Background: an optimization exercise with open tools, aiming at small area. Do not read the settings as production practice.
Function was checked by simulation only, so behaviour that the tests miss may differ from the original.
Power and IR drop assume default switching activity.

delta:
Design Processor, start of the top module:
module Processor (
	input  logic        Clk,      
	input  logic        Reset,    
	input  logic        LoadA,    
	input  logic        LoadB,    
	input  logic        Execute,  
	input  logic [7:0]  Din,       
	input  logic [2:0]  F,        
	input  logic [1:0]  R,        
	output logic [3:0]  LED,      
	output logic [7:0]  Aval,     
	output logic [7:0]  Bval,     
	output logic [7:0]  hex_seg,  
	output logic [3:0]  hex_grid  
); 
	logic [2:0] F_S;
	logic [1:0] R_S;
	logic [7:0] Din_S;
	logic       Ld_A;
	logic       Ld_B;
	logic       Shift_En;
	logic       newA;
	logic       newB;
	logic       F_A_B;
	register_unit reg_unit (
		.Clk        (Clk),
		.Buttons    (LED),
		.Ld_A       (Ld_A),
		.Ld_B       (Ld_B),
		.Shift_En   (Shift_En),
		.D          (Din_S),
		.A_In       (newA),
		.B_In       (newB),
		.A          (Aval),
		.B          (Bval) 
	);
	compute compute_unit (
		.F       (F_S),
		.A       (Aval),
		.B       (Bval),
		.F_A_B   (F_A_B) 
	);
	router router (
		.R       (R_S),
		.A       (Aval),
		.B       (Bval),
		.F_A_B   (F_A_B),
		.A_Out   (newA),
		.B_Out   (newB)
	);
	control control_unit (
		.Clk        (Clk),
		.Buttons    (LED),
		.Shift_En   (Shift_En),
		.Ld_A       (Ld_A),
		.Ld_B       (Ld_B) 
	);
	HexDriver HexA (
		.clk        (Clk),
		.buttons    (LED),
		.in         ({Bval[7:4], Bval[3:0], Aval[7:4], Aval[3:0]}),
		.hex_seg    (hex_seg),
		.hex_grid   (hex_grid)
	);
  ...
For scale: ~890 cells after synthesis, roughly 360 flip-flops, ~10,000 um2 of cells after synthesis.
Settings: LEC_CHECK=0, CAP_MARGIN=20, CORE_MARGIN=2, CORE_UTILIZATION=65, SLEW_MARGIN=20; clock period 5.0 ns.
standard.sh (not shown) runs the stock make flow with config.mk's settings and CLKGATE_MAP_FILE= SYNTH_SCRIPT=/design/flow/synth_recipe.tcl, a recipe that flattens the netlist after the stock synthesis.
==> flow/flow/run.sh <==
#!/bin/bash
# The standard layout with these changes:
#  - synthesis is the standard synthesis script, except that ABC maps the
#    logic with flow/abc_map.script (area-relaxed mapping, no gate sizing or
#    buffering; the resizer later fixes what timing and slew need) and that
#    Yosys does not pre-extract half/full adders (ADDER_MAP_FILE empty), so
#    ABC maps all combinational logic. Registers are mapped exactly as in the
#    standard synthesis (dfflibmap before ABC; ABC does not touch them);
#  - ports are buffered with the smallest buffer;
#  - CTS builds the tree from clkbuf_4 in small clusters, without dummy loads.
# Each tool's full output stays in this folder: standard.log and the ORFS logs
# under orfs/logs.
set -euo pipefail
W=$PWD
sed "s#^\([[:space:]]*\)log_cmd abc {\*}\$abc_args#\1log_cmd abc -script $W/flow/abc_map.script {*}[lrange \$abc_args 2 end]#" \
  "$FLOW_HOME/scripts/synth.tcl" > synth_core.tcl
grep -q "abc_map.script" synth_core.tcl
sed "s#\$::env(SCRIPTS_DIR)/synth.tcl#$W/synth_core.tcl#" synth_recipe.tcl > my_synth.tcl
grep -q "synth_core.tcl" my_synth.tcl
sed "s#SYNTH_SCRIPT=[^ ]*#SYNTH_SCRIPT=$W/my_synth.tcl ADDER_MAP_FILE=#" standard.sh > my_standard.sh
grep -q "my_synth.tcl" my_standard.sh
export BUFFER_PORTS_ARGS="-buffer_cell sky130_fd_sc_hd__buf_1"
export CTS_ARGS="-sink_clustering_enable -repair_clock_nets -sink_clustering_size 10 -sink_clustering_max_diameter 40 -buf_list sky130_fd_sc_hd__clkbuf_4 -dont_use_dummy_load"
bash my_standard.sh > standard.log 2>&1
==> flow/flow/abc_map.script <==
&get -n
&st
&dch
&nf -R 1000 -p
&st
&syn2
&if -g -K 6
&synch2
&nf -R 1000 -p
&st
&syn2
&if -g -K 6
&synch2
&nf -R 1000 -p
&st
&syn2
&if -g -K 6
&synch2
&nf -R 1000 -p
&st
&syn2
&if -g -K 6
&synch2
&nf -R 1000 -p
&st
&syn2
&if -g -K 6
&synch2
&nf -R 1000 -p
&put
topo
stime -c
diff inputs: delta => indigo
# delta
export LEC_CHECK = 0
export CAP_MARGIN = 20
export CORE_MARGIN = 2
export CORE_UTILIZATION = 65
export SLEW_MARGIN = 20
create_clock -name core_clock -period 5.0 [get_ports {Clk}]
# indigo
export LEC_CHECK = 0
export CAP_MARGIN = 20
export CORE_MARGIN = 2
export CORE_UTILIZATION = 75
export SLEW_MARGIN = 20
create_clock -name core_clock -period 5.0 [get_ports {Clk}]
diff --git a/flow/flow/run.sh b/flow/flow/run.sh
--- a/flow/flow/run.sh
+++ b/flow/flow/run.sh
@@ -21,4 +21,4 @@
 grep -q "my_synth.tcl" my_standard.sh
 export BUFFER_PORTS_ARGS="-buffer_cell sky130_fd_sc_hd__buf_1"
-export CTS_ARGS="-sink_clustering_enable -repair_clock_nets -sink_clustering_size 10 -sink_clustering_max_diameter 40 -buf_list sky130_fd_sc_hd__clkbuf_4 -dont_use_dummy_load"
+export CTS_ARGS="-sink_clustering_enable -repair_clock_nets -sink_clustering_size 13 -sink_clustering_max_diameter 35 -buf_list sky130_fd_sc_hd__clkbuf_4 -dont_use_dummy_load"
 bash my_standard.sh > standard.log 2>&1
==> flow/flow/abc_map.script <==
strash
&get -n
&st
&dch -f
&nf -R 1000 -p
&put
topo
stime -c
[summary]
Looking at simple-gate portion of the synthesized area, indigo sits below delta. indigo ends up with a via count of the first global-routing pass that is 240 higher than in delta. Post-route worst hold slack: delta and indigo compared, lower one is delta. The number of cells produced by synthesis number comes out higher for indigo vs delta. [indigo vs delta] path length in cells of the critical path: higher in indigo. Die: indigo smaller than delta. In the flow results for delta and indigo, the buffer share of cell area is smaller on indigo.
The following lists how garnet was set up differently from indigo:
# indigo
export LEC_CHECK = 0
export CAP_MARGIN = 20
export CORE_MARGIN = 2
export CORE_UTILIZATION = 75
export SLEW_MARGIN = 20
create_clock -name core_clock -period 5.0 [get_ports {Clk}]
# garnet
export LEC_CHECK = 0
export CAP_MARGIN = 20
export CORE_MARGIN = 2
export CORE_UTILIZATION = 65
export SLEW_MARGIN = 20
create_clock -name core_clock -period 5.0 [get_ports {Clk}]
diff --git a/flow/flow/run.sh b/flow/flow/run.sh
--- a/flow/flow/run.sh
+++ b/flow/flow/run.sh
@@ -21,4 +21,4 @@
 grep -q "my_synth.tcl" my_standard.sh
 export BUFFER_PORTS_ARGS="-buffer_cell sky130_fd_sc_hd__buf_1"
-export CTS_ARGS="-sink_clustering_enable -repair_clock_nets -sink_clustering_size 13 -sink_clustering_max_diameter 35 -buf_list sky130_fd_sc_hd__clkbuf_4 -dont_use_dummy_load"
+export CTS_ARGS="-sink_clustering_enable -repair_clock_nets -sink_clustering_size 22 -sink_clustering_max_diameter 50 -buf_list sky130_fd_sc_hd__clkbuf_8 -dont_use_dummy_load"
 bash my_standard.sh > standard.log 2>&1
==> comparison <==
garnet vs. indigo: clock share of power grew by 1.0 points, cell depth of the worst setup path went up, actual slew at the worst max-slew pin +0.022 ns.
From indigo to garnet the numbers moved as follows: design area shows an increase of 0.47%, slack of the critical path shows an increase of 0.092 ns, die area shows an increase of 15%.
Adder and majority gate portion of the synthesized area essentially unchanged between indigo and garnet.
garnet vs indigo: overall routed net length down by a few percent
The higher power share of the sequential group came out of indigo.
diff inputs: garnet => juniper
diff --git a/flow/flow/run.sh b/flow/flow/run.sh
--- a/flow/flow/run.sh
+++ b/flow/flow/run.sh
@@ -5,5 +5,7 @@
 #    buffering; the resizer later fixes what timing and slew need) and that
 #    Yosys does not pre-extract half/full adders (ADDER_MAP_FILE empty), so
-#    ABC maps all combinational logic. Registers are mapped exactly as in the
+#    ABC maps all combinational logic, and inserts no buffers for
+#    pass-through wires (SYNTH_INSBUF=0; the constant output is then driven
+#    by its tie cell directly). Registers are mapped exactly as in the
 #    standard synthesis (dfflibmap before ABC; ABC does not touch them);
 #  - ports are buffered with the smallest buffer;
@@ -18,7 +20,7 @@
 sed "s#\$::env(SCRIPTS_DIR)/synth.tcl#$W/synth_core.tcl#" synth_recipe.tcl > my_synth.tcl
 grep -q "synth_core.tcl" my_synth.tcl
-sed "s#SYNTH_SCRIPT=[^ ]*#SYNTH_SCRIPT=$W/my_synth.tcl ADDER_MAP_FILE=#" standard.sh > my_standard.sh
+sed "s#SYNTH_SCRIPT=[^ ]*#SYNTH_SCRIPT=$W/my_synth.tcl ADDER_MAP_FILE= SYNTH_INSBUF=0#" standard.sh > my_standard.sh
 grep -q "my_synth.tcl" my_standard.sh
 export BUFFER_PORTS_ARGS="-buffer_cell sky130_fd_sc_hd__buf_1"
-export CTS_ARGS="-sink_clustering_enable -repair_clock_nets -sink_clustering_size 22 -sink_clustering_max_diameter 50 -buf_list sky130_fd_sc_hd__clkbuf_8 -dont_use_dummy_load"
+export CTS_ARGS="-sink_clustering_enable -repair_clock_nets -sink_clustering_size 12 -sink_clustering_max_diameter 70 -buf_list sky130_fd_sc_hd__clkbuf_4 -dont_use_dummy_load"
 bash my_standard.sh > standard.log 2>&1
Findings:
Against garnet, juniper reports a tightest hold margin that is higher. Against garnet, half-perimeter wire length after placement in juniper rose slightly. Going from garnet to juniper, the power was found to have gone down by 2.0%. Relative to garnet, power per unit of standard cell area decreased by 1.4% in juniper. The run with more routed wire is juniper, not garnet.
Edits applied to the flow inputs when going from juniper to sierra:
diff --git a/flow/flow/run.sh b/flow/flow/run.sh
--- a/flow/flow/run.sh
+++ b/flow/flow/run.sh
@@ -5,7 +5,5 @@
 #    buffering; the resizer later fixes what timing and slew need) and that
 #    Yosys does not pre-extract half/full adders (ADDER_MAP_FILE empty), so
-#    ABC maps all combinational logic, and inserts no buffers for
-#    pass-through wires (SYNTH_INSBUF=0; the constant output is then driven
-#    by its tie cell directly). Registers are mapped exactly as in the
+#    ABC maps all combinational logic. Registers are mapped exactly as in the
 #    standard synthesis (dfflibmap before ABC; ABC does not touch them);
 #  - ports are buffered with the smallest buffer;
@@ -20,7 +18,7 @@
 sed "s#\$::env(SCRIPTS_DIR)/synth.tcl#$W/synth_core.tcl#" synth_recipe.tcl > my_synth.tcl
 grep -q "synth_core.tcl" my_synth.tcl
-sed "s#SYNTH_SCRIPT=[^ ]*#SYNTH_SCRIPT=$W/my_synth.tcl ADDER_MAP_FILE= SYNTH_INSBUF=0#" standard.sh > my_standard.sh
+sed "s#SYNTH_SCRIPT=[^ ]*#SYNTH_SCRIPT=$W/my_synth.tcl ADDER_MAP_FILE=#" standard.sh > my_standard.sh
 grep -q "my_synth.tcl" my_standard.sh
 export BUFFER_PORTS_ARGS="-buffer_cell sky130_fd_sc_hd__buf_1"
-export CTS_ARGS="-sink_clustering_enable -repair_clock_nets -sink_clustering_size 12 -sink_clustering_max_diameter 70 -buf_list sky130_fd_sc_hd__clkbuf_4 -dont_use_dummy_load"
+export CTS_ARGS="-sink_clustering_enable -repair_clock_nets -sink_clustering_size 12 -sink_clustering_max_diameter 45 -buf_list sky130_fd_sc_hd__clkbuf_4 -dont_use_dummy_load"
 bash my_standard.sh > standard.log 2>&1
--- outcome ---
For the routed length on met3, sierra came in 27 um lower than juniper did.
In the tables for juniper and sierra, number of clock buffers inserted by TritonCTS reads higher with sierra.
Final setup slack of the worst path up 0.11 ns in sierra wrt juniper
sierra against juniper: synthesized cell count neither gained nor lost much; critical path data arrival time has decreased; average size of a mapped cell held.
What quartz does differently from sierra at the input level:
diff --git a/flow/flow/run.sh b/flow/flow/run.sh
--- a/flow/flow/run.sh
+++ b/flow/flow/run.sh
@@ -5,5 +5,7 @@
 #    buffering; the resizer later fixes what timing and slew need) and that
 #    Yosys does not pre-extract half/full adders (ADDER_MAP_FILE empty), so
-#    ABC maps all combinational logic. Registers are mapped exactly as in the
+#    ABC maps all combinational logic, and inserts no buffers for
+#    pass-through wires (SYNTH_INSBUF=0; the constant output is then driven
+#    by its tie cell directly). Registers are mapped exactly as in the
 #    standard synthesis (dfflibmap before ABC; ABC does not touch them);
 #  - ports are buffered with the smallest buffer;
@@ -18,7 +20,7 @@
 sed "s#\$::env(SCRIPTS_DIR)/synth.tcl#$W/synth_core.tcl#" synth_recipe.tcl > my_synth.tcl
 grep -q "synth_core.tcl" my_synth.tcl
-sed "s#SYNTH_SCRIPT=[^ ]*#SYNTH_SCRIPT=$W/my_synth.tcl ADDER_MAP_FILE=#" standard.sh > my_standard.sh
+sed "s#SYNTH_SCRIPT=[^ ]*#SYNTH_SCRIPT=$W/my_synth.tcl ADDER_MAP_FILE= SYNTH_INSBUF=0#" standard.sh > my_standard.sh
 grep -q "my_synth.tcl" my_standard.sh
 export BUFFER_PORTS_ARGS="-buffer_cell sky130_fd_sc_hd__buf_1"
-export CTS_ARGS="-sink_clustering_enable -repair_clock_nets -sink_clustering_size 12 -sink_clustering_max_diameter 45 -buf_list sky130_fd_sc_hd__clkbuf_4 -dont_use_dummy_load"
+export CTS_ARGS="-sink_clustering_enable -repair_clock_nets -sink_clustering_size 12 -sink_clustering_max_diameter 45 -buf_list sky130_fd_sc_hd__clkbuf_4 -dont_use_dummy_load -sink_clustering_levels 0"
 bash my_standard.sh > standard.log 2>&1
### Flow results
quartz completed end to end with timing, DRC and antenna clean.
The die footprint was comparable across sierra and quartz.
Area after synthesis essentially unchanged between sierra and quartz.
Looking at sierra and quartz, the post-synthesis mux area share is a wash.
For combinational power, sierra and quartz come out practically identical.
The post-placement setup slack of quartz is lower than that of sierra.
sierra → quartz: iteration-0 DRC count of the detailed router moved down; power density of the placed cells level.
Per the comparison of quartz with sierra, synthesized net count now sits at about the same level; met3 layer wire length in the routed design now sits lower.

## re-timing with driven ports
No port has a modelled driver above. Below, the same layouts with a new extraction and two added sets of constraints.
Step 1: set_driving_cell puts a clkbuf_16 on Clk and a buf_2 on each other input, an assumption about the parent block.
Step 2 also shifts input and output timing later by t, the mid clock arrival at the registers, as if the neighbouring blocks saw the same clock.
Three values: no drivers, after step 1, after step 2; two values: the first two.
run | shift t [ns] | slack for setup (ns) | hold slack, ns | latest minus earliest clock arrival (ns) | worst register clock-pin slew, ns
delta | 0.651 | 1.300 / 1.261 / 1.913 | 0.335 / 0.335 / 0.335 | 0.078 / 0.077 | 0.10 / 0.10
indigo | 0.658 | 1.010 / 0.972 / 1.630 | 0.347 / 0.347 / 0.347 | 0.058 / 0.058 | 0.12 / 0.12
garnet | 0.562 | 1.102 / 1.066 / 1.628 | 0.347 / 0.347 / 0.347 | 0.057 / 0.057 | 0.12 / 0.12
juniper | 0.639 | 0.915 / 0.881 / 1.520 | 0.362 / 0.362 / 0.362 | 0.029 / 0.029 | 0.12 / 0.12
sierra | 0.638 | 1.029 / 0.993 / 1.631 | 0.333 / 0.333 / 0.333 | 0.048 / 0.048 | 0.11 / 0.11
quartz | 0.633 | 0.924 / 0.888 / 1.521 | 0.366 / 0.366 / 0.366 | 0.039 / 0.039 | 0.12 / 0.12
After both steps setup and hold are still met in every run listed.
